This is an optimization exercise on Yosys and OpenROAD, whose aim is small area, a short achievable clock period and few clock cycles, not a production implementation. Only the layout flow was run in this run; the RTL was not checked for function there. Power figures rest on the tool's default switching activity, not on a simulated workload.

$ cat design/flow/constraint.sdc
create_clock -name core_clock -period 4.0 [get_ports {pclk}]
set_input_delay 0.8000 -clock core_clock [delete_from_list [all_inputs] [get_ports {pclk}]]
set_output_delay 0.8000 -clock core_clock [all_outputs]
set_load 0.01 [all_outputs]
$ cat design/flow/run.sh
#!/bin/bash
# synth_recipe.tcl (not shown) runs the flow's synth.tcl, then flattens the netlist and writes it again
# the make line also repeats each setting of config.mk as NAME=value (left out here)
make -C /OpenROAD-flow-scripts/flow DESIGN_CONFIG=/design/flow/config.mk WORK_HOME=/design/flow/orfs CLKGATE_MAP_FILE= SYNTH_SCRIPT=/design/flow/synth_recipe.tcl finish
$ cat design/flow/config.mk
export PLATFORM = sky130hd
export DESIGN_NAME = apb_top
export DESIGN_NICKNAME = apb_top
export VERILOG_FILES = /design/flow/design.v
export SDC_FILE = /design/flow/constraint.sdc
export NUM_CORES = 4
export LEC_CHECK = 0
export CAP_MARGIN = 20
export CORE_MARGIN = 2
export CORE_UTILIZATION = 40
export SLEW_MARGIN = 20
$ cat design/flow/design.v
`timescale 1ns / 1ps
module apb_master(
    input pclk, presetn, pready, pslverr, 
    input [31:0] prdata,wdata,addr,
    input start,write,
    input [3:0] strb,
    input [2:0] prot,
    output reg psel,penable,pwrite,
    output reg [31:0] paddr,pwdata,
    output reg [3:0] pstrb,
    output reg [2:0] pprot,
    output reg done,error,
    output reg [31:0] rdata
    );
    parameter idle=2'b00,
              setup=2'b01,
              access=2'b10;
    reg [1:0] state, next;  
    always @(posedge pclk, negedge presetn) 
    begin
        if(!presetn) state<=idle;
        else state<=next;
    end 
    always @(*) begin
        case(state)
        idle: next = start?setup:idle;
        setup: next = access;
        access: next=pready?idle:access;
        default: next=idle;
    endcase    
    end 
    always @(posedge pclk,negedge presetn)
    begin
        if(!presetn) begin
        psel<=0;
        penable<=0;
        done<=0;
        error<=0;
        paddr <= 0;
        pwrite <= 0;
        pwdata <= 0;
        pstrb <= 0;
        pprot <= 0;
        rdata <= 0;
        end else begin
        case(state)
        idle: begin
            done<=0;
            error<=0;
            psel<=0;
            penable<=0;
        end
        setup: begin
            psel<=1;
            penable<=0;
            paddr<=addr;
            pwrite<=write;
            pwdata<=wdata;
            pstrb<=strb;
            pprot<=prot;
        end
        access: begin
            penable<=1;
            if(pready) begin
                done<=1;
                error<=pslverr;
                if(!write) rdata<=prdata;
            end
        end
    endcase
    end
    end      
endmodule
`timescale 1ns / 1ps
module apb_slave #(
    parameter base_addr = 32'h0000_0000
)(
    input         pclk,
    input         presetn,
    input         psel,
    input         penable,
    input         pwrite,
    input  [31:0] paddr,
    input  [31:0] pwdata,
    input  [3:0]  pstrb,
    input  [2:0]  pprot,
    output reg [31:0] prdata,
    output reg        pready,
    output reg        pslverr
);
    reg [31:0] regfile [0:3];
    wire [1:0] reg_sel    = paddr[3:2];
    wire       addr_valid = (paddr[31:4] == base_addr[31:4]);
    always @(posedge pclk or negedge presetn) begin
        if (!presetn) begin
            pready <= 0;
        end else begin
            pready <= (psel && penable);  
        end
    end
    always @(posedge pclk or negedge presetn) begin
        if (!presetn) begin
            pslverr <= 0;
        end else if (psel && penable) begin
            pslverr <= ~addr_valid;
        end else begin
            pslverr <= 0;
        end
    end
    always @(posedge pclk or negedge presetn) begin
        if (!presetn) begin
            regfile[0] <= 0;
            regfile[1] <= 0;
            regfile[2] <= 0;
            regfile[3] <= 0;
        end else if (psel && penable && pwrite && addr_valid) begin
            if (pstrb[0]) regfile[reg_sel][7:0]   <= pwdata[7:0];
            if (pstrb[1]) regfile[reg_sel][15:8]  <= pwdata[15:8];
            if (pstrb[2]) regfile[reg_sel][23:16] <= pwdata[23:16];
            if (pstrb[3]) regfile[reg_sel][31:24] <= pwdata[31:24];
        end
    end
    always @(posedge pclk or negedge presetn) begin
        if (!presetn) begin
            prdata <= 0;
        end else if (psel && penable && !pwrite && addr_valid) begin
            prdata <= regfile[reg_sel];
        end
    end
endmodule
`timescale 1ns / 1ps
module apb_top(
    input        pclk,
    input        presetn,
    input        start,
    input        write,
    input [31:0] addr,
    input [31:0] wdata,
    input [3:0]  strb,
    input [2:0]  prot,
    output [31:0] rdata,
    output        done,
    output        error
);
    wire        psel;
    wire        penable;
    wire        pwrite;
    wire [31:0] paddr;
    wire [31:0] pwdata;
    wire [3:0]  pstrb;
    wire [2:0]  pprot;
    wire [31:0] prdata_int;
    wire        pready_int;
    wire        pslverr_int;
    wire psel0 = psel && (paddr[31:12] == 20'h00000);   
    wire psel1 = psel && (paddr[31:12] == 20'h0001);   
    wire [31:0] prdata0;
    wire        pready0;
    wire        pslverr0;
    wire [31:0] prdata1;
    wire        pready1;
    wire        pslverr1;
    assign prdata_int = psel0 ? prdata0
                      : psel1 ? prdata1
                      : 32'h0000_0000;
    assign pready_int = psel0 ? pready0
                      : psel1 ? pready1
                      : penable;
    assign pslverr_int= psel0 ? pslverr0
                      : psel1 ? pslverr1
                      : 1'b1;
    apb_master master (
        .pclk    (pclk),
        .presetn (presetn),
        .start   (start),
        .write   (write),
        .addr    (addr),
        .wdata   (wdata),
        .strb    (strb),
        .prot    (prot),
        .psel    (psel),
        .penable (penable),
        .pwrite  (pwrite),
        .paddr   (paddr),
        .pwdata  (pwdata),
        .pstrb   (pstrb),
        .pprot   (pprot),
        .done    (done),
        .error   (error),
        .rdata   (rdata),
        .prdata  (prdata_int),
        .pready  (pready_int),
        .pslverr (pslverr_int)
    );
    apb_slave #(.base_addr(32'h0000_0000)) slave0 (
        .pclk    (pclk),
        .presetn (presetn),
        .psel    (psel0),
        .penable (penable),
        .pwrite  (pwrite),
        .paddr   (paddr),
        .pwdata  (pwdata),
        .pstrb   (pstrb),
        .pprot   (pprot),
        .prdata  (prdata0),
        .pready  (pready0),
        .pslverr (pslverr0)
    );
    apb_slave #(.base_addr(32'h0000_1000)) slave1 (
        .pclk    (pclk),
        .presetn (presetn),
        .psel    (psel1),
        .penable (penable),
        .pwrite  (pwrite),
        .paddr   (paddr),
        .pwdata  (pwdata),
        .pstrb   (pstrb),
        .pprot   (pprot),
        .prdata  (prdata1),
        .pready  (pready1),
        .pslverr (pslverr1)
    );
endmodule
==> summary.txt <==
The layer flagged by global routing as most heavily used is met2. TritonCTS built the clock tree. The final critical-path share of the clock period is 0.747, and the overall via count from detail_route is 9938. The logs give 0.286 for the met2 capacity usage during global routing and 0.335 GHz for the peak clock frequency supported by timing.

Measured along the y axis, the die boundary spans 218 µm. The root cell of the clock tree was clkbuf_16. Most common cell in the synthesized netlist: dfrtp_1. The count of pins on the block boundary is 109, and the die outline area is 47600 µm². The critical path goes through or4_4 -> nor4_4 -> nand2_2 -> nor3_4 -> mux2_2. The wire length of the first global-routing pass is 63400 µm. The length in cells of the worst reg-to-reg path works out to 5. The floorplan step set the die width to 218 µm. The maximum fanout count along the critical path is 8. The min-delay analysis places its worst path in the category input pin to asynchronous set/reset pin. The worst path in the final design needs a cycle of 2.99 ns, including I/O delays and setup. After detailed routing, the number of remaining DRC violations is 0. The fraction of post-synthesis cell area in the top cell type by area works out to 0.585.

Worst setup path startpoint: master.paddr[9]. The tree built by TritonCTS fans out to 429 sinks. After synthesis, the most frequently instantiated cells are 429 x dfrtp_1, 386 x mux2_2, 64 x mux4_2, 36 x mux2i_1. The run gives 1.01 ns as the worst setup slack for register-to-register paths. The routed design has 39600 µm of wire. For the overall overflow remaining after global route, the log shows 0. The number of antenna repair diodes is 0, and the number of buffer cells added on primary ports is 103.

The number of gates resized after CTS was 0. The worst setup path is launched from a flip-flop. For this run, the number of Yosys warnings is 5. The share of flip-flops with an asynchronous set or reset came out at 1.00. For the max-slew headroom at the worst pin, the log shows 0.384. The run gives 0.174 as the all-layer global routing usage. The tools report the source of the worst register-to-register timing path as master.paddr[9].

The deepest clock path buffer count was 3. The kind of cell adding the most delay to the critical path was simple AND/OR/NAND/NOR gates. The clock transition at the registers of the reported paths is 0.06 ns.

The number of synthesized flops with an enable pin came out at 0. For the critical path required time, the log shows 4.44 ns. The endpoint identified for the worst register-to-register timing path is slave0.regfile[3][25].

The netlist area before placement was 18400 µm². The standard cell core area is 45300 µm², and the number of global-route vias before repair is 10800. For the final routed database, the setup TNS stands at 0 ns. The maximum number of pins on one net before global-route repair was 90; the biggest cell delay along the critical path was 0.67 ns. The layout overhead on the synthesized area is 18.5%.

The hold-fix buffer count after cts is 0. The sequential fraction of the synthesis area came out at 0.585. The tool flagged a number of max-cap violations equal to 0. Across the VDD grid, the largest voltage drop is 419 µV. The count of pins over their slew limit is 0, and the post-DP HPWL is 23700 µm. The logs give 0.405 for the starting density of the core and 0.240 for the met1 global-route usage. After the last flow step, the layout net total stands at 1305. The proportion of layout cells with a drive suffix above 1 is 0.468.

In the synthesized netlist the dominant register cell turns out to be dfrtp_1. The detail-routed via count per cell was 5.33. The number of setup buffers added after CTS is 0. For this design the ratio of total power to cell area is 568 nW/µm². The number of antenna violations at the first check in global routing is 0, and the transition time of the tightest slew-check pin is 0.925 ns. The gate count of the mapped netlist came out at 1110. Among all stages on the critical path, the largest delay is contributed by nor3_4. The detail route stage leaves a number of antenna-violating nets equal to 0. In the final routed layout, each cell accounts on average for 21.2 µm. The number of iterations in the first detailed-routing pass is 4, and the net count of the mapped netlist is 1185. The met3 track utilization from global routing came out at 0.0246. The congestion estimate from routability-driven global placement came to 0.696. At the later pin of the worst-skew pair, clock insertion delay measures 0.57 ns. Library cell with the largest summed area after synthesis: dfrtp_1. The tightest hold path in the finished design has a slack of 0.150 ns.

The standard-cell row count was 78. The tools report the post-route clock skew as 0.0146 ns. Including well taps, the total number of placed cells is 1782. The final-report hold violation count was 0; the number of buffers created by CTS was 46.

In the post-synthesis netlist, the biggest area contributors are dfrtp_1 59%, mux2_2 24%, mux4_2 7.9%. By startpoint and endpoint, the worst setup path is classified as flip-flop to flip-flop. The flip-flop and latch count after synthesis was 429; the cell leakage power was 10.5 nW. The mean instance size in the synthesized netlist was 16.5 µm². In this run, distinct cell masters in the synthesized netlist total 36.

Setup violations remaining at the end of the flow were counted as 0. The run gives 2 as the number of H-tree levels. The run finished with no timing, DRC or antenna violations. The number of buffer and inverter stages on the critical path came out at 0. The endpoint kind of the worst setup timing path was a flip-flop. For the number of inserted filler cells in the final layout, the log shows 3994.

The tools report the final standard cell count with taps included and fillers excluded as 1865. Data arrives at the worst endpoint at 3.43 ns. For this block, the initial DRC count from the detailed router was 374. Setup repair after global routing left no endpoint under its margin.
[logic make-up after synthesis]
kind of cell	share of synthesized area
muxes	0.336
DFF	0.585
and+or+nand+nor	0.0500
buffers and inverters	0.0125
AOI/OAI and AO/OA	0.0168
[stage by stage]
stage | total power [mW] | utilization | cell area, µm² | worst slack, ns
after floorplan | 6.94 | - | 18400 | 1.57
after global placement | 8.03 | 0.445 | 20100 | 1.03
after detailed placement | 8.07 | 0.445 | 20100 | 1.00
after CTS | 12.6 | 0.480 | 21700 | 0.987
after global routing | 13.0 | 0.480 | 21700 | 0.867
final | 12.4 | 0.480 | 21700 | 1.01
[where the power goes]
part | switching (mW) | leakage [nW] | total [mW] | internal (mW)
combinational | 1.12 | 3.92 | 2.32 | 1.20
sequential | 0.733 | 5.83 | 5.61 | 4.88
clock | 1.71 | 0.785 | 4.43 | 2.72
[worst max path at each step]
stage / end / slack [ns] / cells after the start
6_report: slave0.regfile[3][25] / 1.01 / 5
5_1_grt: slave0.regfile[3][25] / 0.87 / 5
4_1_cts: slave0.regfile[0][28] / 0.99 / 5
3_5_place_dp: slave0.regfile[0][28] / 1.00 / 5
3_3_place_gp: slave0.regfile[0][25] / 1.03 / 5
2_1_floorplan: slave0.regfile[0][16] / 1.57 / 5
[registers in the layout, summed over array words and instances (netlist names), 2 cells and up]
signal / flops
master.paddr: 30
master.pstrb: 4
master.pwdata: 32
master.rdata: 32
master.state: 2
slave0.prdata: 32
slave0.regfile: 128
slave1.prdata: 32
slave1.regfile: 128
[per-layer routing]
layer / vias up / share of wire
met4: 0 / 0.020
met3: 61 / 0.034
met5: - / 0
met1: 5357 / 0.46
met2: 138 / 0.49
li1: 4382 / -
[layout make-up]
cell class	instances	area (µm²)	share of cell area
inverter	2	7.51	0.000345
timing repair buffer	122	1230	0.0565
tap	600	751	0.0345
clock buffer	75	1480	0.0682
sequential	429	10700	0.494
clock inverter	8	120	0.00552
multi-input combinational	629	7410	0.341
[cell usage in the layout, fill, tap and decap left out, types with 2 or more instances in the layout]
master             n
dfrtp_1          426
mux2_2           386
clkdlybuf4s50_1  102
mux4_2            64
clkbuf_16         49
mux2i_1           36
nor3_1            34
a21o_1            34
nor3_4            33
clkbuf_8          16
buf_4             15
clkbuf_1          10
nor2_1             5
nand2_2            5
nand2_1            4
nor4_1             4
buf_12             4
nand2b_1           3
bufinv_16          3
clkinv_2           3
inv_1              2
nand3_2            2
o21bai_1           2
clkinvlp_4         2
dfrtp_2            2

afterwards: timing with drivers on the ports:
The results above use ideal ports. As a check the final layout listed here was re-extracted and re-timed, cells and wires unchanged.
Step 1 assumes that a clkbuf_16 drives the clock port and a buf_2 every other input.
Step 2 times the ports against the registers' clock, not the clock port: input delays grow and output delays shrink by t, the midpoint of the rising clock arrivals with the driver on.
a / b / c = ideal ports / drivers / drivers and shift; a / b = the first two.
shift t [ns]: 0.621
setup slack, ns: 1.013 / 1.013 / 1.013
worst hold slack (ns): 0.150 / 0.150 / 0.473
slew at the worst register clock pin (ns): 0.06 / 0.06
worst slew at a driven data input, ns: 0.09
After both steps this run still meets setup and hold. The setup slack of this run moves by 0.000 ns with the drivers and by 0.000 ns with both steps.
